What follows belongs to an exercise in optimizing a design on an open flow for small area; a production flow would make more cautious choices.
RTL that was checked went through simulation tests only; none was proved equivalent to the original.
Only the layout flow was run in runs 1 and 2; the RTL was not checked for function there.
No run shown here takes its clock network from TritonCTS; it comes from the design's own scripts or RTL.
The clock input has no modelled driver; a real chip could not lean on it and would need a root buffer or a full tree.
Power and IR drop assume default switching activity.

`flow/design.v`:
```
module pwm (
    input  logic       clk,
    input  logic       rst,
    output logic [7:0] c,
    output logic       wrap        
);
    logic [2:0] b;
    assign wrap = c[7] & c[5] & c[3] & c[2] & b[0];
    always_ff @(posedge clk) begin
        if (rst || wrap) begin
            b <= 3'b001;
            c <= 8'd0;
        end else begin
            b <= {b[1:0], b[2] ^ b[1]};
            if (b == 3'b001)
                c <= c + 8'd1;
        end
    end
endmodule
module fade (
    input  logic       clk,
    input  logic       rst,
    input  logic       wrap,
    output logic [7:0] m,
    output logic [2:0] j
);
    logic [3:0] q;       
    logic       step;
    logic       up;
    logic       last;
    logic [8:0] t;       
    assign step = wrap & q[3] & q[0];    
    assign up   = j[0] ^ j[1] ^ j[2];
    assign last = up ? (m[7] & m[5] & m[2] & m[0]) : (m[7:1] == 7'd0);
    always_comb begin
        t[0] = step;
        for (int i = 0; i < 8; i++)
            t[i+1] = t[i] & (m[i] ~^ up);
    end
    always_ff @(posedge clk) begin
        if (rst)
            q <= 4'd0;
        else if (wrap)
            q <= step ? 4'd0 : q + 4'd1;
    end
    always_ff @(posedge clk) begin
        if (rst)
            m <= 8'd0;
        else
            m <= m ^ t[7:0];
    end
    always_ff @(posedge clk) begin
        if (rst)
            j <= 3'b001;
        else if (step && last)
            j <= {j[1], j[0], ~j[2]};
    end
endmodule
module top (
    input  logic clk,
    input  logic rst,
    output logic RGB_R,
    output logic RGB_G,
    output logic RGB_B
);
    logic [7:0] c;
    logic       wrap;
    logic [7:0] m;
    logic [2:0] j;
    pwm u_pwm (.clk(clk), .rst(rst), .c(c), .wrap(wrap));
    fade u_fade (.clk(clk), .rst(rst), .wrap(wrap), .m(m), .j(j));
    logic hi_on, ramp_on, lo_on;
    assign hi_on   = ~(c[7] & c[5] & (c[3] | (c[2] & c[1] & c[0])));   
    always_comb begin
        ramp_on = 1'b1;
        for (int i = 0; i < 8; i++)
            ramp_on = (m[i] & ~c[i]) | ((m[i] | ~c[i]) & ramp_on);
    end
    assign lo_on   = (c == 8'd0);
    function automatic logic chan(input logic x, input logic y,
                                  input logic h, input logic r, input logic l);
        chan = (x & y) ? h : ((x | y) ? r : l);
    endfunction
    assign RGB_G = ~chan( j[0],  j[1], hi_on, ramp_on, lo_on);
    assign RGB_R = ~chan(~j[1], ~j[2], hi_on, ramp_on, lo_on);
    assign RGB_B = ~chan( j[2], ~j[0], hi_on, ramp_on, lo_on);
endmodule
```
`flow/flow/run.sh`:
```
#!/bin/bash
# Standard ORFS layout, with these changes:
#  - synthesis maps logic with an area-oriented ABC script (flow/abc_area.script)
#    and without the half/full adder cell map; everything else in synthesis,
#    including flip-flop mapping and naming, is the standard synth_recipe.tcl.
#  - port buffers use the smallest buffer cell.
#  - clock tree synthesis takes its arguments from flow/cts_args; then
#    flow/post_cts.tcl replaces the tree by the cells in flow/clk_chain.
# Each tool's output goes to a log file in the work folder (synth.log, layout.log)
# besides ORFS's own per-step logs under orfs/logs.
set -euo pipefail
cd "$(dirname "$0")/.."
W=$PWD
rm -rf "$W/scripts_area"
cp -r "$FLOW_HOME/scripts" "$W/scripts_area"
cp "$W/flow/abc_area.script" "$W/scripts_area/abc_speed.script"
bash standard.sh SCRIPTS_DIR="$W/scripts_area" ADDER_MAP_FILE= synth > "$W/synth.log" 2>&1
bash standard.sh "BUFFER_PORTS_ARGS=-buffer_cell sky130_fd_sc_hd__buf_1" \
    "CTS_ARGS=$(cat "$W/flow/cts_args")" POST_CTS_TCL="$W/flow/post_cts.tcl" \
    "CLK_CHAIN=$(cat "$W/flow/clk_chain")" finish > "$W/layout.log" 2>&1
```
`flow/config.mk`:
```
export PLATFORM = sky130hd
export DESIGN_NAME = top
export DESIGN_NICKNAME = top
export VERILOG_FILES = /design/flow/design.v
export SDC_FILE = /design/flow/constraint.sdc
export NUM_CORES = 4
export LEC_CHECK = 0
export CAP_MARGIN = 20
export CORE_MARGIN = 2
export CORE_UTILIZATION = 40
export SLEW_MARGIN = 20
```
`flow/standard.sh`:
```
#!/bin/bash
# synth_recipe.tcl (not shown) runs the flow's synth.tcl, then flattens the netlist and writes it again
# the make line also repeats each setting of config.mk as NAME=value (left out here)
make -C /OpenROAD-flow-scripts/flow DESIGN_CONFIG=/design/flow/config.mk WORK_HOME=/design/flow/orfs CLKGATE_MAP_FILE= SYNTH_SCRIPT=/design/flow/synth_recipe.tcl "${@:-finish}"
```
`flow/constraint.sdc`:
```
create_clock -name core_clock -period 10.0 [get_ports {clk}]
set_input_delay 2.0000 -clock core_clock [delete_from_list [all_inputs] [get_ports {clk}]]
set_output_delay 2.0000 -clock core_clock [all_outputs]
set_load 0.01 [all_outputs]
```
`flow/flow/cts_args`:
```
-sink_clustering_enable -repair_clock_nets -buf_list sky130_fd_sc_hd__clkbuf_8
```
`flow/flow/clk_chain`:
```
sky130_fd_sc_hd__inv_1 sky130_fd_sc_hd__inv_12
```
`flow/flow/post_cts.tcl`:
```
# After clock tree synthesis: replace the clock tree by a chain of cells
# given in CLK_CHAIN (one buffer, or two inverters, for example). The clock
# port drives the first cell, the last one drives every register's clock pin.
set block [ord::get_db_block]
set db [ord::get_db]
set clkport [$block findBTerm clk]
set clknet [$clkport getNet]

# Remove the buffers CTS made, collecting the clock pins they drove.
set sinks {}
set todo [list $clknet]
set loc {}
while { [llength $todo] } {
  set net [lindex $todo 0]
  set todo [lrange $todo 1 end]
  foreach it [$net getITerms] {
    if { [[$it getMTerm] getIoType] ne "INPUT" } { continue }
    set inst [$it getInst]
    set master [[$inst getMaster] getName]
    if { [string match "sky130_fd_sc_hd__clkbuf_*" $master] } {
      if { $loc eq {} } { set loc [$inst getLocation] }
      set out [[$inst findITerm X] getNet]
      lappend todo $out
    } else {
      lappend sinks $it
    }
  }
}
foreach inst [$block getInsts] {
  if { [string match "sky130_fd_sc_hd__clkbuf_*" [[$inst getMaster] getName]] } {
    set out [[$inst findITerm X] getNet]
    foreach it [$out getITerms] { $it disconnect }
    [$inst findITerm A] disconnect
    odb::dbInst_destroy $inst
    odb::dbNet_destroy $out
  }
}
foreach it $sinks { $it disconnect }

set prev $clknet
set i 0
foreach cell $::env(CLK_CHAIN) {
  set master [$db findMaster $cell]
  set inst [odb::dbInst_create $block $master "clkchain_$i"]
  set in ""
  set out ""
  foreach mt [$master getMTerms] {
    if { [$mt getSigType] ne "SIGNAL" } { continue }
    if { [$mt getIoType] eq "INPUT" } { set in [$mt getName] } else { set out [$mt getName] }
  }
  [$inst findITerm $in] connect $prev
  set net [odb::dbNet_create $block "clknet_chain_$i"]
  $net setSigType CLOCK
  [$inst findITerm $out] connect $net
  $inst setLocation [lindex $loc 0] [lindex $loc 1]
  $inst setPlacementStatus PLACED
  set prev $net
  incr i
}
foreach it $sinks { $it connect $prev }
detailed_placement
check_placement -verbose
estimate_parasitics -placement
report_clock_min_period
```
`flow/flow/abc_area.script`:
```
strash
dc2
dch -f
amap
strash
dc2
dch -f
amap
```
==> impl_metrics.yaml, run 1 <==
status:
  outcome: "timing/DRC/antenna clean"
logic_synthesis:
  synth_ff_type: "dfxtp_1"
  ys_top_cells_by_area: "dfxtp_1, nor2_1, clkinv_1, o221ai_1, nor3_1"
  syn_avg_cell_area_um2: 7.42
  synthArstFlopShare_pct: 0
  syn_area_um2: 1220
  synth_edf_count: 0
  synth_top_area_share_pct: 42.5
  yosysWarnings: 3
  yosysMostFrequentCell: "nor2_1"
  ys_types: 23
  synth_nets: 167
  ys_seq_area_share_pct: 42.5
  synth_top_area_cell: "dfxtp_1"
  ys_ff_latch: 26
  syn_inst: 165
  synth_commonest_cells: "nor2_1, clkinv_1, dfxtp_1"
final_layout:
  fin_nets: 175
  syn2layout_area_growth_pct: 6.24
  finalNonFillerCells: 204
  drive_above_1_share_pct: 0.585
  antennaDiodeCount: 0
setup_path:
  cp_top_family: "compound AO/OA/AOI/OAI gates"
  ff2ff_path_depth: 10
  crit_path_top_delay_cell: "dfxtp_1"
  worstPathBufferInverterCount: 2
  max_stage_delay_ns: 0.39
  cp.depth: 12
  cp-end-kind: "output port"
  arrival_ns: 2.21
  cp-start-kind: "flip-flop"
  path_cells: "clkinv_1 -> o211ai_1 -> o221ai_1 -> o221ai_1 -> o221ai_1 -> o21ai_0 -> o21ai_0 -> o221ai_1 -> o221ai_1 -> o21a_1 -> a221o_1 -> buf_1"
  critical_path.max_fanout: 4
  cp_common_cell: "o221ai_1"
  path_class: "reg -> out"
  crit_required_ns: 8.00
floorplanning:
  die_x_um: 59.3
  fp.dieArea_um2: 3520
  core-area_um2: 2980
  io_pins: 5
  placementRows: 20
  initial_core_util_pct: 41.1
  die_h_um: 59.3
power_and_ir_drop:
  switching_share_pct: 27.5
  p_switching_uw: 44.6
  p_clk_share_pct: 25.2
  pwr_density_cell_nw_per_um2: 125
  combPwrFrac_pct: 8.8
  p_int_uw: 117
  p_leak_uw: 0.000396
  p_seq_share_pct: 66.0
  p_total_uw: 162
  peakVddDrop_mv: 0.0544
routing:
  drtIter0Drc: 42
  drtPass1Iterations: 4
  wl_per_cell_um: 12.0
  via_per_inst: 5.62
  postRouteAntennaNets: 0
  drcViolationCount: 0
  num_vias: 1146
  routed_wl_mm: 2.46
placement:
  io_buffer_count: 4
  dp_hpwl_mm: 1.95
  place_congestion: 0.878
  dp_cells: 202
sta:
  rsz0062_at_grt: "no"
  worst_slew_pin_slew_ns: 0.610
  finalSetupViolCount: 0
  fmax_ghz: 0.238
  slew_viol_final: 0
  tns_ns: 0
  slew_headroom_pct: 59.3
  fin_crit_sh_pct: 42.1
  min_period_ns: 4.21
  skew_ns: 0.00326
  hold_viol: 0
cts:
  clk_pin_slew_ns: 0.10
  cts.sinks: 26
  clk_latency_ns: 0.23
grt:
  grt_pass1_wl_mm: 4.40
  grt_pass1_vias: 1043
  grt_usage_pct: 15.7
  grt_start_max_net_pins: 27
  overflow: 0
  antenna_found_initial: 0
flow_run:
  drv_cap: 0
min_path:
  hold_path_class: "reg -> reg"
  hold-path-cell-count: 2
-- stage by stage --
stage	setup WS, ns	utilization (%)	instance area [um^2]	hold slack (ns)
6_report	5.79	43.7	1300	0.449
5_1_grt	5.56	43.7	1300	0.461
3_5_place_dp	6.05	43.0	1280	0.432
3_3_place_gp	6.10	43.0	1280	0.439
2_1_floorplan	6.26	-	1220	0.419
-- power by group through the flow --
stage | registers (uW) | logic [uW] | clock network, uW
global route | 107 | 16.2 | 46.8
finish | 107 | 14.2 | 40.8
global placement | 109 | 14.0 | 0
floorplan | 109 | 11.0 | 0
detailed placement | 109 | 14.2 | 0
-- cell families (layout without fill, tap and decap cells) --
kind of cell    after synthesis  count (layout)  share of synthesized area, %
simple gates                 66              66                          23.3
compound gates               46              46                          25.9
buf+inv                      27              33                          8.28
flops                        26              26                          42.5
-- cell type report --
type	count	area, um^2
fill	314	1680
multi-input combinational	112	602
sequential	26	520
inverter	29	121
tap	33	41.3
timing repair buffer	4	15.0
-- layer usage --
| metal | track usage [%] | wire length [um] | up-vias |
|---|---|---|---|
| met5 | 0 | 0 | - |
| met3 | 2.18 | 42 | 2 |
| met4 | 3.57 | 17 | 0 |
| met1 | 19.3 | 1170 | 536 |
| met2 | 28.7 | 1230 | 6 |
| li1 | - | - | 602 |
-- placed cells by master (no fill, tap or decap) --
| cell type | synthesis | routed |
|---|---|---|
| nor2_1 | 31 | 31 |
| a221oi_1 | 3 | 3 |
| nand2_1 | 12 | 12 |
| nand3_1 | 4 | 4 |
| or2_0 | 1 | 1 |
| o21ai_0 | 9 | 9 |
| or3_1 | 1 | 1 |
| nor2b_1 | 1 | 1 |
| nor3_1 | 12 | 12 |
| o22a_1 | 1 | 1 |
| and2_0 | 2 | 2 |
| a221o_1 | 1 | 1 |
| o221ai_1 | 7 | 7 |
| a211oi_1 | 7 | 7 |
| inv_12 | 0 | 1 |
| nor4_1 | 1 | 1 |
| a31oi_1 | 2 | 2 |
| dfxtp_1 | 26 | 26 |
| inv_1 | 0 | 1 |
| o21a_1 | 1 | 1 |
| buf_1 | 0 | 4 |
| and3_1 | 1 | 1 |
| clkinv_1 | 27 | 27 |
| a22oi_1 | 6 | 6 |
| o211ai_1 | 1 | 1 |
| a21oi_1 | 8 | 8 |
-- registers in the layout, summed over array words and instances (netlist names) --
| signal | cells |
|---|---|
| u_fade.m | 8 |
| u_pwm.c | 8 |
| u_fade.q | 4 |
| u_fade.j | 3 |
| u_pwm.b | 3 |
-- worst paths after layout --
kind                 endpoint  slack [ns]         from
hold reg to reg    u_pwm.b[1]        0.45   u_pwm.b[0]
setup reg to reg  u_fade.j[2]        7.06  u_fade.j[2]
setup / recovery        RGB_B        5.79  u_fade.m[1]
hold / removal     u_pwm.b[1]        0.45   u_pwm.b[0]
-- worst min-delay path, cell delays in order (launching register included) --
cell      delay [ns]
dfxtp_1         0.31
clkinv_1        0.06
nor2_1          0.04
==> run 2: changes to the inputs <==
==> flow/flow/clk_chain (replaced) <==
sky130_fd_sc_hd__inv_1 sky130_fd_sc_hd__inv_8
==> impl_metrics.yaml, run 2 <==
routing:
  drtPass1Iterations: 4
  postRouteAntennaNets: 0
  via_per_inst: 5.62
  routed_wl_mm: 2.46
  drcViolationCount: 0
  wl_per_cell_um: 12.0
  drtIter0Drc: 36
  num_vias: 1146
setup_path:
  cp-end-kind: "output port"
  r2r_slack_ns: 7.05
  path_class: "reg -> out"
  crit_required_ns: 8.00
  arrival_ns: 2.19
  cp-start-kind: "flip-flop"
  critical_path.max_fanout: 4
final_layout:
  fin_nets: 175
  antennaDiodeCount: 0
  syn2layout_area_growth_pct: 5.83
  drive_above_1_share_pct: 0.585
  post-route-util_pct: 43.5
  top_regs: "u_fade.m (8), u_pwm.c (8), u_fade.q (4)"
  layout_common_cells: "nor2_1, clkinv_1, dfxtp_1, nand2_1, nor3_1"
  layout_commonest_cell: "nor2_1"
logic_synthesis:
  synthArstFlopShare_pct: 0
  synth_nets: 167
  ys_types: 23
  yosysMostFrequentCell: "nor2_1"
  syn_inst: 165
  synth_top_area_cell: "dfxtp_1"
  synth_commonest_cells: "nor2_1, clkinv_1, dfxtp_1"
  syn_area_um2: 1220
  ys_seq_area_share_pct: 42.5
  synth_ff_type: "dfxtp_1"
  synth_top_area_share_pct: 42.5
  syn_avg_cell_area_um2: 7.42
  synth_edf_count: 0
  ys_ff_latch: 26
  ys_top_cells_by_area: "dfxtp_1, nor2_1, clkinv_1, o221ai_1, nor3_1"
  yosysWarnings: 3
floorplanning:
  placementRows: 20
  die_h_um: 59.3
  core-area_um2: 2980
  initial_core_util_pct: 41.1
  io_pins: 5
  fp.dieArea_um2: 3520
  die_x_um: 59.3
placement:
  dp_hpwl_mm: 1.95
  io_buffer_count: 4
  place_congestion: 0.878
cts:
  clk_latency_ns: 0.21
  clk_pin_slew_ns: 0.13
  cts.sinks: 26
grt:
  grt_start_max_net_pins: 27
  antenna_found_initial: 0
  grt_pass1_vias: 1043
  grt_pass1_wl_mm: 4.40
  grt_usage_pct: 15.7
  overflow: 0
flow_run:
  drv_cap: 0
sta:
  slew_headroom_pct: 59.5
  tns_ns: 0
  fin_crit_sh_pct: 41.9
  skew_ns: 0.00327
  finalSetupViolCount: 0
  slew_viol_final: 0
  rsz0062_at_grt: "no"
  hold_viol: 0
  fmax_ghz: 0.238
  min_period_ns: 4.19
  worst_slew_pin_slew_ns: 0.607
power_and_ir_drop:
  peakVddDrop_mv: 0.0514
  pwr_density_cell_nw_per_um2: 122
  p_leak_uw: 0.000394
status:
  outcome: "timing/DRC/antenna clean"
min_path:
  hold_path_class: "reg -> reg"
run 2: cell counts after synthesis:
Identical to the previous run, type by type.
run 2: power breakdown:
| part | switching, uW | internal, uW |
|---|---|---|
| Sequential | 1.62 | 105 |
| Combinational | 7.86 | 6.36 |
| Clock | 32.3 | 4.41 |
run 2: routing by layer:
layer | up-vias | wire length (um) | GRT usage, %
met5 | - | 0 | 0
met4 | 0 | 17 | 3.57
met3 | 2 | 42 | 2.18
met2 | 6 | 1230 | 28.7
met1 | 536 | 1170 | 19.3
li1 | 602 | - | -
run 2: metrics by stage:
step                area [um^2]  power [uW]  worst slack, ns  cells  hold WS, ns
finish                     1290         158             5.81    204        0.453
detailed placement         1280         123             6.05    202        0.432
global route               1290         166             5.57    204        0.464
floorplan                  1220         120             6.26    165        0.419
global placement           1280         123             6.10    202        0.439
run 2: final timing paths:
check | start | end | depth (start not counted)
setup / recovery | u_fade.m[1] | RGB_B | 12
hold / removal | u_pwm.b[0] | u_pwm.b[1] | 2
setup reg to reg | u_fade.j[2] | u_fade.j[2] | 10
hold reg to reg | u_pwm.b[0] | u_pwm.b[1] | 2
run 2: cell families (layout without fill, tap and decap cells):
family	after synthesis	count (layout)	share of synthesized area, %
and+or+nand+nor	66	66	23.3
AOI/OAI and AO/OA	46	46	25.9
buffers and inverters	27	33	8.28
DFF	26	26	42.5
run 2: cell type report:
cell class                 count  area (um^2)
multi-input combinational    112          602
timing repair buffer           4         15.0
inverter                      29          116
fill                         317         1680
sequential                    26          520
tap                           33         41.3
run 2: critical path, stage by stage (launching register included):
cell      delay [ns]
dfxtp_1         0.40
clkinv_1        0.13
o211ai_1        0.17
o221ai_1        0.13
o221ai_1        0.08
o221ai_1        0.13
o21ai_0         0.08
o21ai_0         0.09
o221ai_1        0.08
o221ai_1        0.14
o21a_1          0.15
a221o_1         0.29
buf_1           0.13
==> run 3: changes to the inputs <==
--- a/flow/design.v
+++ b/flow/design.v
@@ -7,2 +7,4 @@
     logic [2:0] b;
+    logic [7:0] cn;      
+    assign c = ~cn;
     assign wrap = c[7] & c[5] & c[3] & c[2] & b[0];
@@ -11,3 +13,3 @@
             b <= 3'b001;
-            c <= 8'd0;
+            cn <= 8'hff;
         end else begin
@@ -15,3 +17,3 @@
             if (b == 3'b001)
-                c <= c + 8'd1;
+                cn <= cn - 8'd1;
         end
==> flow/flow/abc_area.script (replaced) <==
&get -n
&st
&deepsyn -T 60
&dch -f
&nf -R 1000 -p -a
&put
==> flow/flow/clk_chain (replaced) <==
sky130_fd_sc_hd__inv_1 sky130_fd_sc_hd__inv_12
--- a/flow/flow/post_cts.tcl
+++ b/flow/flow/post_cts.tcl
@@ -7,2 +7,10 @@
 set clknet [$clkport getNet]
+
+# Remove the dummy loads CTS hung on its nets.
+foreach inst [$block getInsts] {
+  if { [string match "clkload*" [$inst getName]] } {
+    foreach it [$inst getITerms] { $it disconnect }
+    odb::dbInst_destroy $inst
+  }
+}
 
--- a/flow/config.mk
+++ b/flow/config.mk
@@ -8,4 +8,4 @@
 export CAP_MARGIN = 20
-export CORE_MARGIN = 2
-export CORE_UTILIZATION = 40
+export CORE_AREA = 2 2 73 73
+export DIE_AREA = 0 0 75 75
 export SLEW_MARGIN = 20
==> impl_metrics.yaml, run 3 <==
cts:
  clk_latency_ns: 0.23
  cts.sinks: 26
  clk_pin_slew_ns: 0.10
floorplanning:
  die_x_um: 75
  initial_core_util_pct: 24.5
  io_pins: 5
  die_h_um: 75
  core-area_um2: 4790
  placementRows: 25
  fp.dieArea_um2: 5630
power_and_ir_drop:
  combPwrFrac_pct: 7.5
  p_seq_share_pct: 66.4
  p_int_uw: 116
  peakVddDrop_mv: 0.0582
  pwr_density_cell_nw_per_um2: 125
  p_switching_uw: 44.8
  p_clk_share_pct: 26.1
  switching_share_pct: 27.8
  p_leak_uw: 0.000467
grt:
  grt_pass1_wl_mm: 3.39
  grt_pass1_vias: 784
  grt_usage_pct: 7.43
  grt_start_max_net_pins: 27
  overflow: 0
  antenna_found_initial: 0
routing:
  drtPass1Iterations: 4
  num_vias: 966
  routed_wl_mm: 2.09
  drtIter0Drc: 42
  via_per_inst: 4.58
  drcViolationCount: 0
  wl_per_cell_um: 9.91
  postRouteAntennaNets: 0
final_layout:
  layout_commonest_cell: "dfxtp_1"
  post-route-util_pct: 27.0
  finalNonFillerCells: 211
  fin_nets: 148
  top_regs: "u_fade.m (8), u_pwm.cn (8), u_fade.q (4)"
  layout_common_cells: "dfxtp_1, nor2_1, a21oi_1, nand2_1, o21ai_0"
  syn2layout_area_growth_pct: 10.1
  antennaDiodeCount: 0
  drive_above_1_share_pct: 0.694
setup_path:
  cp-endpoint: "RGB_R"
  crit_required_ns: 8.00
  timing.rr.start: "u_fade.j[2]"
  critPathLaunch: "u_fade.m[1]"
  arrival_ns: 2.29
  cp-end-kind: "output port"
  r2r_slack_ns: 7.68
  cp-start-kind: "flip-flop"
  rr_endpoint: "u_fade.j[1]"
  ff2ff_path_depth: 7
  path_class: "reg -> out"
  critical_path.max_fanout: 10
sta:
  fin_ws_ns: 5.71
  skew_ns: 0.00507
  tns_ns: 0
  fin_crit_sh_pct: 42.9
  hold_viol: 0
  finalSetupViolCount: 0
  rsz0062_at_grt: "no"
  worst_slew_pin_slew_ns: 0.600
  fmax_ghz: 0.233
  min_period_ns: 4.29
  slew_headroom_pct: 59.9
  slew_viol_final: 0
logic_synthesis:
  synth_commonest_cells: "dfxtp_1, nor2_1, a21oi_1"
  synth_ff_type: "dfxtp_1"
  syn_inst: 138
  yosysMostFrequentCell: "dfxtp_1"
  yosysWarnings: 3
  syn_avg_cell_area_um2: 8.51
  ys_top_cells_by_area: "dfxtp_1, a21oi_1, nor2_1, o21ai_0, xnor2_1"
  synth_nets: 140
  ys_seq_area_share_pct: 44.3
  synthArstFlopShare_pct: 0
  syn_area_um2: 1170
  synth_top_area_share_pct: 44.3
  synth_edf_count: 0
  ys_ff_latch: 26
  synth_top_area_cell: "dfxtp_1"
  ys_types: 31
placement:
  dp_cells: 209
  place_congestion: 0.793
  dp_slack_ns: 5.98
  io_buffer_count: 4
  dp_hpwl_mm: 1.57
min_path:
  hold_path_class: "reg -> reg"
status:
  outcome: "timing/DRC/antenna clean"
flow_run:
  drv_cap: 0
## run 3: cell type report
class	count	area, um^2
fillers	532	3490
multi-input cells	111	651
flip-flops and latches	26	520
well taps	67	83.8
inverters	3	23.8
repair buffers	4	15.0
## run 3: logic make-up (layout without fill, tap and decap cells)
kind of cell             count (synthesis)  in the layout  share of synthesized area (%)
AND/OR/NAND/NOR                         56             56                           23.4
XOR/XNOR                                 8              8                           5.96
adder cells (fa/ha/maj)                  1              1                          0.852
buffers and inverters                    1              7                          0.319
flip-flops                              26             26                           44.3
AO/OA/AOI/OAI                           46             46                           25.1
## run 3: critical path, cell delays in order, from the launching register on
cell and delay [ns]:
dfxtp_1 0.41, a211oi_1 0.25, o21ai_0 0.10, o21ai_0 0.08, a21oi_1 0.09, a221oi_1 0.20
nor2_1 0.07, maj3_1 0.39, a221oi_1 0.28, buf_1 0.18
## run 3: worst min-delay path by stage
stage | start | cells past startpoint | end
3_3_place_gp | u_fade.q[1] | 1 | u_fade.q[1]
5_1_grt | u_fade.q[1] | 1 | u_fade.q[1]
3_5_place_dp | u_fade.q[1] | 1 | u_fade.q[1]
6_report | u_fade.q[1] | 1 | u_fade.q[1]
2_1_floorplan | u_fade.q[1] | 1 | u_fade.q[1]
## run 3: power by group through the flow
stage	combinational (uW)	clock, uW	sequential (uW)
after global routing	13.9	46.9	107
final	12.1	42.1	107
after global placement	12.1	0	109
after floorplan	9.37	0	109
after detailed placement	12.2	0	109
## run 3: per-layer routing
metal  up-vias  part of all wire [%]  track usage [%]
met5         -                     0                0
met4         0                     0                0
met3         0                   2.8             2.01
met2         4                    44             12.6
met1       440                    54             10.1
li1        522                     -                -
## run 3: per-stage QoR
stage	power [uW]	instance area [um^2]	hold WS, ns
after floorplan	118	1170	0.436
after global routing	168	1290	0.499
after detailed placement	122	1270	0.462
final	161	1290	0.474
after global placement	121	1270	0.455
==> run 4: changes to the inputs <==
--- a/flow/design.v
+++ b/flow/design.v
@@ -83,3 +83,3 @@
                                   input logic h, input logic r, input logic l);
-        chan = (x & y) ? h : ((x | y) ? r : l);
+        chan = l | ((x | y) & r) | (x & y & h);
     endfunction
==> flow/flow/run.sh (replaced) <==
#!/bin/bash
# Standard ORFS layout, with these changes:
#  - synthesis maps logic with an area-oriented ABC script (flow/abc_area.script,
#    which holds a random seed SEED for ABC's &deepsyn) and without the
#    half/full adder cell map. It is run for seeds 0..3 and the netlist with the
#    smallest cell area is kept. Everything else in synthesis, including
#    flip-flop mapping and naming, is the standard synth_recipe.tcl.
#  - port buffers use the smallest buffer cell.
#  - clock tree synthesis takes its arguments from flow/cts_args; then
#    flow/post_cts.tcl replaces the tree by the cells in flow/clk_chain.
# Each tool's output goes to a log file in the work folder (synth_N.log,
# layout.log) besides ORFS's own per-step logs under orfs/logs.
set -euo pipefail
cd "$(dirname "$0")/.."
W=$PWD
best=""
best_area=""
for s in 0 1 2 3; do
  rm -rf "$W/scripts_$s" "$W/trial_$s"
  cp -r "$FLOW_HOME/scripts" "$W/scripts_$s"
  sed "s/SEED/$s/" "$W/flow/abc_area.script" > "$W/scripts_$s/abc_speed.script"
  make -C "$FLOW_HOME" DESIGN_CONFIG="$W/config.mk" WORK_HOME="$W/trial_$s" \
      CLKGATE_MAP_FILE= SYNTH_SCRIPT="$W/synth_recipe.tcl" \
      SCRIPTS_DIR="$W/scripts_$s" ADDER_MAP_FILE= synth > "$W/synth_$s.log" 2>&1 &
done
wait
for s in 0 1 2 3; do
  stat="$W/trial_$s/reports/$FLOW_PLATFORM/top/base/synth_stat.txt"
  [[ -f "$stat" && -f "$W/trial_$s/results/$FLOW_PLATFORM/top/base/1_synth.odb" ]] || continue
  a=$(awk '/Chip area for module/ {print $NF}' "$stat")
  echo "seed $s: area $a" >> "$W/synth_pick.log"
  if [[ -z "$best" ]] || awk -v a="$a" -v b="$best_area" 'BEGIN {exit !(a < b)}'; then
    best=$s
    best_area=$a
  fi
done
echo "picked seed $best" >> "$W/synth_pick.log"
rm -rf "$W/orfs"
cp -a "$W/trial_$best" "$W/orfs"
bash standard.sh "BUFFER_PORTS_ARGS=-buffer_cell sky130_fd_sc_hd__buf_1" \
    "CTS_ARGS=$(cat "$W/flow/cts_args")" POST_CTS_TCL="$W/flow/post_cts.tcl" \
    "CLK_CHAIN=$(cat "$W/flow/clk_chain")" finish > "$W/layout.log" 2>&1
==> flow/flow/abc_area.script (replaced) <==
&get -n
&st
&deepsyn -T 60 -S SEED
&dch -f
&nf -R 1000 -p -a
&put
==> flow/flow/clk_chain (replaced) <==
sky130_fd_sc_hd__inv_1 sky130_fd_sc_hd__inv_8
--- a/flow/config.mk
+++ b/flow/config.mk
@@ -10,2 +10,3 @@
 export DIE_AREA = 0 0 75 75
+export PLACE_DENSITY = 0.85
 export SLEW_MARGIN = 20
==> impl_metrics.yaml, run 4 <==
status:
  outcome: "timing/DRC/antenna clean"
logic_synthesis:
  synth_top_area_share_pct: 44.5
  ys_seq_area_share_pct: 44.5
  ys_types: 28
  ys_ff_latch: 26
  synth_commonest_cells: "dfxtp_1, nor2_1, nand2_1, o21ai_0, a21oi_1"
  synth_ff_type: "dfxtp_1"
  syn_avg_cell_area_um2: 8.24
  synth_edf_count: 0
  synthArstFlopShare_pct: 0
  syn_inst: 142
  synth_top_area_cell: "dfxtp_1"
  synth_nets: 144
  syn_area_um2: 1170
  yosysMostFrequentCell: "dfxtp_1"
  yosysWarnings: 3
  ys_top_cells_by_area: "dfxtp_1, o21ai_0, nor2_1, a21oi_1, nand3_1"
routing:
  num_vias: 1056
  routed_wl_mm: 2.22
  wl_per_cell_um: 10.3
  drcViolationCount: 0
  drtPass1Iterations: 4
  via_per_inst: 4.91
  postRouteAntennaNets: 0
  drtIter0Drc: 48
min_path:
  hp-start: "u_pwm.b[1]"
  holdPathEnd: "u_pwm.b[2]"
  hold-path-cell-count: 1
  hold_path_class: "reg -> reg"
final_layout:
  fin_nets: 152
  layout_commonest_cell: "dfxtp_1"
  seq_area_um2: 520
  multiInputGateArea_um2: 642
  fillerInstances: 520
  antennaDiodeCount: 0
  layout_common_cells: "dfxtp_1, nor2_1, nand2_1, o21ai_0, a21oi_1"
  top_regs: "u_fade.m (8), u_pwm.cn (8), u_fade.q (4)"
  drive_above_1_share_pct: 0.676
  syn2layout_area_growth_pct: 9.73
  final_cell_area_um2: 1280
  post-route-util_pct: 26.8
grt:
  overflow: 0
  grt_usage_pct: 8.66
  grt_start_max_net_pins: 27
  grt_pass1_vias: 942
  grt_pass1_wl_mm: 3.88
  antenna_found_initial: 0
sta:
  fmax_ghz: 0.246
  slew_headroom_pct: 60.9
  fin_hold_ws_ns: 0.496
  finalSetupViolCount: 0
  rsz0062_at_grt: "no"
  worst_slew_pin_slew_ns: 0.587
  slew_viol_final: 0
  fin_crit_sh_pct: 40.6
  hold_viol: 0
  skew_ns: 0.00425
  tns_ns: 0
  min_period_ns: 4.06
setup_path:
  path_class: "reg -> out"
  crit_required_ns: 8.00
  critical_path.max_fanout: 9
  ff2ff_path_depth: 10
  r2r_slack_ns: 7.33
  timing.rr.start: "u_pwm.cn[2]"
  cp-end-kind: "output port"
  cp-start-kind: "flip-flop"
  rr_endpoint: "u_fade.m[7]"
  arrival_ns: 2.06
floorplanning:
  die_h_um: 75
  core-area_um2: 4790
  placementRows: 25
  fp.dieArea_um2: 5630
  initial_core_util_pct: 24.4
  die_x_um: 75
  io_pins: 5
power_and_ir_drop:
  p_leak_uw: 0.000449
  pwr_density_cell_nw_per_um2: 120
  peakVddDrop_mv: 0.0598
cts:
  clk_latency_ns: 0.20
  clk_pin_slew_ns: 0.12
  cts.sinks: 26
flow_run:
  drv_cap: 0
placement:
  dp_hpwl_mm: 1.64
  io_buffer_count: 4
  postPlaceCellArea_um2: 1270
  place_congestion: 0.734
[run 4: cell types whose count changed after synthesis, moves of 3 or more]
cell and delta:
o21ai_0 +3, o22ai_1 +3, nor2_1 -3, nand3_1 +4, xor2_1 -3, nand2_1 +3
a21oi_1 -3
[run 4: per-stage QoR]
| step | power (uW) | instances | worst slack [ns] |
|---|---|---|---|
| 3_5_place_dp | 121 | 213 | 6.21 |
| 5_1_grt | 161 | 215 | 5.69 |
| 2_1_floorplan | 117 | 142 | 6.37 |
| 6_report | 154 | 215 | 5.94 |
| 3_3_place_gp | 120 | 213 | 6.28 |
[run 4: where the power goes]
part           switching, uW  internal, uW
Combinational           7.02          4.59
Sequential              1.74           105
Clock                   31.1          4.39
Total                   39.9           114
[run 4: logic make-up (layout without fill, tap and decap cells)]
group           Yosys count  after routing  share of synthesized area (%)
compound gates           43             43                           22.8
flops                    26             26                           44.5
xor+xnor                  5              5                           3.74
buf+inv                   2              8                          0.642
simple gates             66             66                           28.3
[run 4: worst max path at each step]
| stage | cells after the start | from | end |
|---|---|---|---|
| 6_report | 9 | u_fade.m[1] | RGB_B |
| 3_3_place_gp | 9 | u_fade.m[1] | RGB_B |
| 3_5_place_dp | 9 | u_fade.m[1] | RGB_B |
| 2_1_floorplan | 8 | u_fade.m[1] | RGB_B |
| 5_1_grt | 10 | u_fade.m[1] | RGB_G |
[run 4: final cells by class]
type / instances / area share [%]
multi-input cells: 114 / 50.0
flip-flops and latches: 26 / 40.5
well taps: 67 / 6.53
inverters: 4 / 1.75
repair buffers: 4 / 1.17
[run 4: metal layers]
layer	wire length [um]	track usage (%)	up-vias	part of all wire, %
li1	-	-	547	-
met1	1110	10.6	491	50
met2	1010	14.3	16	46
met4	23	3.37	0	1.0
met5	0	0	-	0
met3	75	2.54	2	3.4
[run 4: worst max-delay path, stage by stage, from the launching register on]
cell      delay [ns]
dfxtp_1         0.40
a22oi_1         0.20
a21oi_1         0.09
a221oi_1        0.21
nor2_1          0.08
a221oi_1        0.20
o21ai_0         0.18
o21ai_0         0.10
nor3b_1         0.23
buf_1           0.18
==> run 5: changes to the inputs <==
==> flow/flow/clk_chain (replaced) <==
sky130_fd_sc_hd__inv_1 sky130_fd_sc_hd__inv_12
--- a/flow/config.mk
+++ b/flow/config.mk
@@ -10,3 +10,2 @@
 export DIE_AREA = 0 0 75 75
-export PLACE_DENSITY = 0.85
 export SLEW_MARGIN = 20
==> impl_metrics.yaml, run 5 <==
sta:
  fin_crit_sh_pct: 40.6
  rsz0062_at_grt: "no"
  fmax_ghz: 0.246
  hold_viol: 0
  finalSetupViolCount: 0
  min_period_ns: 4.06
  worst_slew_pin_slew_ns: 0.644
  slew_headroom_pct: 56.9
  skew_ns: 0.00434
  slew_viol_final: 0
  tns_ns: 0
cts:
  clk_latency_ns: 0.23
  cts.sinks: 26
  clk_pin_slew_ns: 0.10
final_layout:
  drive_above_1_share_pct: 0.676
  finalNonFillerCells: 215
  top_regs: "u_fade.m (8), u_pwm.cn (8), u_fade.q (4)"
  multiInputGateArea_um2: 642
  post-route-util_pct: 26.9
  layout_common_cells: "dfxtp_1, nor2_1, nand2_1, o21ai_0, a21oi_1"
  layout_commonest_cell: "dfxtp_1"
  fillerInstances: 509
  final_cell_area_um2: 1290
  antennaDiodeCount: 0
  syn2layout_area_growth_pct: 10.2
  fin_nets: 152
  seq_area_um2: 520
flow_run:
  drv_cap: 0
floorplanning:
  core-area_um2: 4790
  io_pins: 5
  placementRows: 25
  die_x_um: 75
  initial_core_util_pct: 24.4
  fp.dieArea_um2: 5630
  die_h_um: 75
setup_path:
  timing.rr.start: "u_pwm.cn[2]"
  crit_path_top_delay_cell: "dfxtp_1"
  worstPathBufferInverterCount: 1
  ff2ff_path_depth: 10
  arrival_ns: 2.06
  crit_required_ns: 8.00
  cp_top_family: "compound AO/OA/AOI/OAI gates"
  path_cells: "a22oi_1 -> a21oi_1 -> a221oi_1 -> nor2_1 -> a221oi_1 -> o21ai_0 -> o21ai_0 -> nor3b_1 -> buf_1"
  cp-start-kind: "flip-flop"
  r2r_slack_ns: 7.37
  rr_endpoint: "u_fade.m[5]"
  path_class: "reg -> out"
  cp-end-kind: "output port"
  critical_path.max_fanout: 9
  max_stage_delay_ns: 0.40
placement:
  dp_cells: 213
  place_congestion: 0.762
  io_buffer_count: 4
  dp_hpwl_mm: 1.59
  postPlaceCellArea_um2: 1270
logic_synthesis:
  synth_edf_count: 0
  synth_top_family_by_area: "simple AND/OR/NAND/NOR gates"
  ys_top_cells_by_area: "dfxtp_1, o21ai_0, nor2_1, a21oi_1, nand3_1"
  synth_top_area_cell: "dfxtp_1"
  ys_ff_latch: 26
  muxShareOfSynthArea_pct: 0
  syn_avg_cell_area_um2: 8.24
  syn_area_um2: 1170
  synth-adder-area-share_pct: 0
  synth_ff_type: "dfxtp_1"
  synthArstFlopShare_pct: 0
  synth_xor_area_share_pct: 3.74
  synth_simple_gate_area_share_pct: 28.3
  synth_commonest_cells: "dfxtp_1, nor2_1, nand2_1, o21ai_0, a21oi_1"
  ys_types: 28
  synth_top_area_share_pct: 44.5
  yosysWarnings: 3
  ys_seq_area_share_pct: 44.5
  syn_inst: 142
  synth_nets: 144
  synth_compound_area_share_pct: 22.8
  yosysMostFrequentCell: "dfxtp_1"
power_and_ir_drop:
  p_total_uw: 160
  p_leak_uw: 0.000450
  pwr_density_cell_nw_per_um2: 124
  peakVddDrop_mv: 0.0618
grt:
  grt_usage_pct: 8.34
  grt_pass1_wl_mm: 3.65
  grt_start_max_net_pins: 27
  overflow: 0
  grt_pass1_vias: 827
  antenna_found_initial: 0
routing:
  routed_wl_mm: 2.17
  num_vias: 990
  wl_per_cell_um: 10.1
  via_per_inst: 4.60
  drcViolationCount: 0
  drtIter0Drc: 66
  postRouteAntennaNets: 0
  drtPass1Iterations: 4
min_path:
  holdPathEnd: "u_pwm.b[2]"
  hold_path_class: "reg -> reg"
  hold-path-cell-count: 1
  hp-start: "u_pwm.b[1]"
status:
  outcome: "timing/DRC/antenna clean"
run 5: cells by family (layout without fill, tap and decap cells):
| family | Yosys count | count (layout) |
|---|---|---|
| and+or+nand+nor | 66 | 66 |
| AOI/OAI and AO/OA | 43 | 43 |
| DFF | 26 | 26 |
| xor gates and xnor gates | 5 | 5 |
| buffers and inverters | 2 | 8 |
run 5: layout make-up:
class | instances | share of cell area [%]
inverters | 4 | 2.14
multi-input cells | 114 | 49.8
flip-flops and latches | 26 | 40.4
well taps | 67 | 6.50
repair buffers | 4 | 1.17
run 5: worst reg2reg max path, stage by stage (launching register included):
cell	delay, ns
dfxtp_1	0.38
nor2_1	0.12
nand2_1	0.06
nor3_1	0.29
and2_0	0.41
nand3_1	0.17
nor2_1	0.21
nand3_1	0.15
a21oi_1	0.44
and3_1	0.23
nor3_1	0.04
run 5: stage by stage:
step,worst slack [ns],hold WS (ns)
floorplan,6.37,0.447
global placement,6.25,0.460
detailed placement,6.23,0.471
global route,5.60,0.511
finish,5.94,0.492
run 5: layer usage:
layer  vias up  global-route usage [%]  part of all wire (%)
met3         2                    2.01                   3.1
met5         -                       0                     0
li1        539                       -                     -
met1       439                    11.8                    53
met2        10                    12.4                    43
met4         0                    2.98                   1.1
run 5: worst max-delay path by stage:
stage	from	to	slack (ns)	cells after the start
2_1_floorplan	u_fade.m[1]	RGB_B	6.37	8
3_3_place_gp	u_fade.m[1]	RGB_B	6.25	9
5_1_grt	u_fade.m[1]	RGB_B	5.60	9
3_5_place_dp	u_fade.m[1]	RGB_B	6.23	9
6_report	u_fade.m[1]	RGB_B	5.94	9
run 5: where the power goes:
group | leakage [uW] | total [uW] | internal, uW | switching [uW]
logic | 0.000227 | 11.2 | 4.58 | 6.65
registers | 0.000211 | 107 | 105 | 1.88
clock network | 0.0000126 | 41.1 | 5.72 | 35.4
==> run 6: changes to the inputs <==
--- a/flow/design.v
+++ b/flow/design.v
@@ -29,2 +29,4 @@
     logic [3:0] q;       
+    logic [3:0] qn;      
+    assign q = ~qn;
     logic       step;
@@ -43,5 +45,5 @@
         if (rst)
-            q <= 4'd0;
+            qn <= 4'hf;
         else if (wrap)
-            q <= step ? 4'd0 : q + 4'd1;
+            qn <= step ? 4'hf : qn - 4'd1;
     end
==> impl_metrics.yaml, run 6 <==
status:
  outcome: "timing/DRC/antenna clean"
setup_path:
  crit_path_top_delay_cell: "dfxtp_1"
  cp_top_family: "compound AO/OA/AOI/OAI gates"
  timing.rr.start: "u_pwm.cn[7]"
  cp-start-kind: "flip-flop"
  rr_endpoint: "u_fade.m[6]"
  crit_required_ns: 8.00
  critPathLaunch: "u_fade.m[2]"
  cp-end-kind: "output port"
  cp_common_cell: "o21ai_0"
  worstPathBufferInverterCount: 1
  max_stage_delay_ns: 0.52
  path_class: "reg -> out"
  path_cells: "o22ai_1 -> o21ai_0 -> o221ai_1 -> a21oi_1 -> a221oi_1 -> o21ai_0 -> o21a_1 -> a311oi_1 -> buf_1"
  arrival_ns: 2.05
  r2r_slack_ns: 7.58
  critical_path.max_fanout: 11
  ff2ff_path_depth: 12
floorplanning:
  placementRows: 25
  io_pins: 5
  initial_core_util_pct: 24.4
  fp.dieArea_um2: 5630
  die_x_um: 75
  core-area_um2: 4790
  die_h_um: 75
min_path:
  hold-path-cell-count: 2
  hold_path_class: "reg -> reg"
  hp-start: "u_fade.qn[3]"
  holdPathEnd: "u_fade.qn[3]"
sta:
  tns_ns: 0
  fmax_ghz: 0.247
  slew_headroom_pct: 43.6
  min_period_ns: 4.05
  finalSetupViolCount: 0
  worst_slew_pin_slew_ns: 0.842
  slew_viol_final: 0
  rsz0062_at_grt: "no"
  hold_viol: 0
  skew_ns: 0.00206
  fin_ws_ns: 5.95
  fin_crit_sh_pct: 40.5
grt:
  grt_usage_pct: 7.92
  grt_pass1_vias: 859
  grt_pass1_wl_mm: 3.66
  grt_start_max_net_pins: 27
  antenna_found_initial: 0
  overflow: 0
placement:
  dp_hpwl_mm: 1.56
  dp_slack_ns: 6.23
  dp_cells: 209
  place_congestion: 0.771
  io_buffer_count: 4
routing:
  drtPass1Iterations: 4
  num_vias: 969
  postRouteAntennaNets: 0
  drtIter0Drc: 82
  via_per_inst: 4.59
  routed_wl_mm: 2.08
  wl_per_cell_um: 9.84
  drcViolationCount: 0
logic_synthesis:
  synth_nets: 140
  yosysWarnings: 3
  syn_avg_cell_area_um2: 8.47
  ys_top_cells_by_area: "dfxtp_1, nand2_1, a21oi_1, o21ai_0, nor2_1"
  synth_ff_type: "dfxtp_1"
  synth_edf_count: 0
  ys_types: 32
  syn_inst: 138
  synth_top_area_cell: "dfxtp_1"
  ys_seq_area_share_pct: 44.5
  synth_commonest_cells: "dfxtp_1, nand2_1, nor2_1"
  synthArstFlopShare_pct: 0
  yosysMostFrequentCell: "dfxtp_1"
  synth_top_area_share_pct: 44.5
  ys_ff_latch: 26
  syn_area_um2: 1170
final_layout:
  layout_common_cells: "dfxtp_1, nand2_1, nor2_1, o21ai_0, a21oi_1"
  finalNonFillerCells: 211
  antennaDiodeCount: 0
  fin_nets: 148
  layout_commonest_cell: "dfxtp_1"
  fillerInstances: 521
  top_regs: "u_fade.m (8), u_pwm.cn (8), u_fade.qn (4)"
  drive_above_1_share_pct: 0.694
  syn2layout_area_growth_pct: 10.2
cts:
  clk_latency_ns: 0.23
  cts.sinks: 26
  clk_pin_slew_ns: 0.10
power_and_ir_drop:
  p_leak_uw: 0.000467
  peakVddDrop_mv: 0.0707
  combPwrFrac_pct: 8.1
  p_int_uw: 117
  p_seq_share_pct: 66.8
  pwr_density_cell_nw_per_um2: 125
  p_switching_uw: 43.8
  switching_share_pct: 27.2
  p_clk_share_pct: 25.1
flow_run:
  drv_cap: 0
## run 6: layout make-up
class                      instances  area [um^2]  area share, %
tap                               67         83.8           6.51
sequential                        26          520           40.4
multi-input combinational        111          644           50.0
inverter                           3         23.8           1.85
timing repair buffer               4         15.0           1.17
## run 6: tightest hold or removal path, delay by kind of cell, from the launching register on
kind          cells  cell delay [ns]
flops             1             0.32
simple gates      2             0.09
## run 6: how the worst max path moves through the flow
stage / slack [ns] / cells after the start / end
floorplan: 6.39 / 8 / RGB_G
global placement: 6.25 / 9 / RGB_G
detailed placement: 6.23 / 9 / RGB_G
global route: 5.64 / 9 / RGB_G
finish: 5.95 / 9 / RGB_G
## run 6: power by group through the flow
stage | Sequential [uW] | Combinational [uW] | Clock [uW]
after floorplan | 110 | 10.2 | 0
after global placement | 110 | 12.9 | 0
after detailed placement | 110 | 13.1 | 0
after global routing | 108 | 15.3 | 46.9
final | 108 | 13.0 | 40.4
## run 6: stage by stage
stage          instance area (um^2)  hold WS [ns]  power [uW]  utilization (%)
2_1_floorplan                  1170         0.422         120                -
3_3_place_gp                   1270         0.434         123             26.5
3_5_place_dp                   1270         0.447         123             26.5
5_1_grt                        1290         0.479         171             26.9
6_report                       1290         0.457         161             26.9
## run 6: metal layers
layer	global-route usage, %	part of all wire, %	vias up	wire length, um
met5	0	0	-	0
met2	13.1	44	11	914
li1	-	-	522	-
met4	0	0	0	0
met3	2.01	2.9	0	61
met1	11.2	53	436	1100
## run 6: logic make-up (layout without fill, tap and decap cells)
logic type             count (synthesis)  in the layout  share of synthesized area [%]
AO/OA/AOI/OAI                         45             45                           24.9
XOR/XNOR                               5              5                           3.75
buffers and inverters                  1              7                          0.321
flip-flops                            26             26                           44.5
multiplexers                           1              1                          0.857
AND/OR/NAND/NOR                       60             60                           25.6

-- separate check: timing with driven ports --
How much do the figures lean on ideal ports? The routed layouts below were timed once more, with nothing changed but the port constraints. Step 1, drivers: a clkbuf_16 drives clk and a buf_2 each remaining input, both assumed. Step 2 times the ports against the registers' clock, not the clock port: input delays grow and output delays shrink by t, the midpoint of the rising clock arrivals with the driver on. Slacks: no drivers / after step 1 / after step 2; pairs: no drivers / after step 1.
run | t (ns) | slack for setup (ns) | worst data-port slew with drivers (ns)
run 1 | 0.251 | 5.794 / 5.772 / 6.023 | 0.03
run 2 | 0.228 | 5.806 / 5.784 / 6.012 | 0.03
run 3 | 0.251 | 5.714 / 5.693 / 5.944 | 0.03
run 4 | 0.227 | 5.940 / 5.914 / 6.141 | 0.03
run 5 | 0.253 | 5.943 / 5.918 / 6.171 | 0.03
run 6 | 0.246 | 5.946 / 5.925 / 6.171 | 0.03
After both steps every run listed still meets setup and hold.
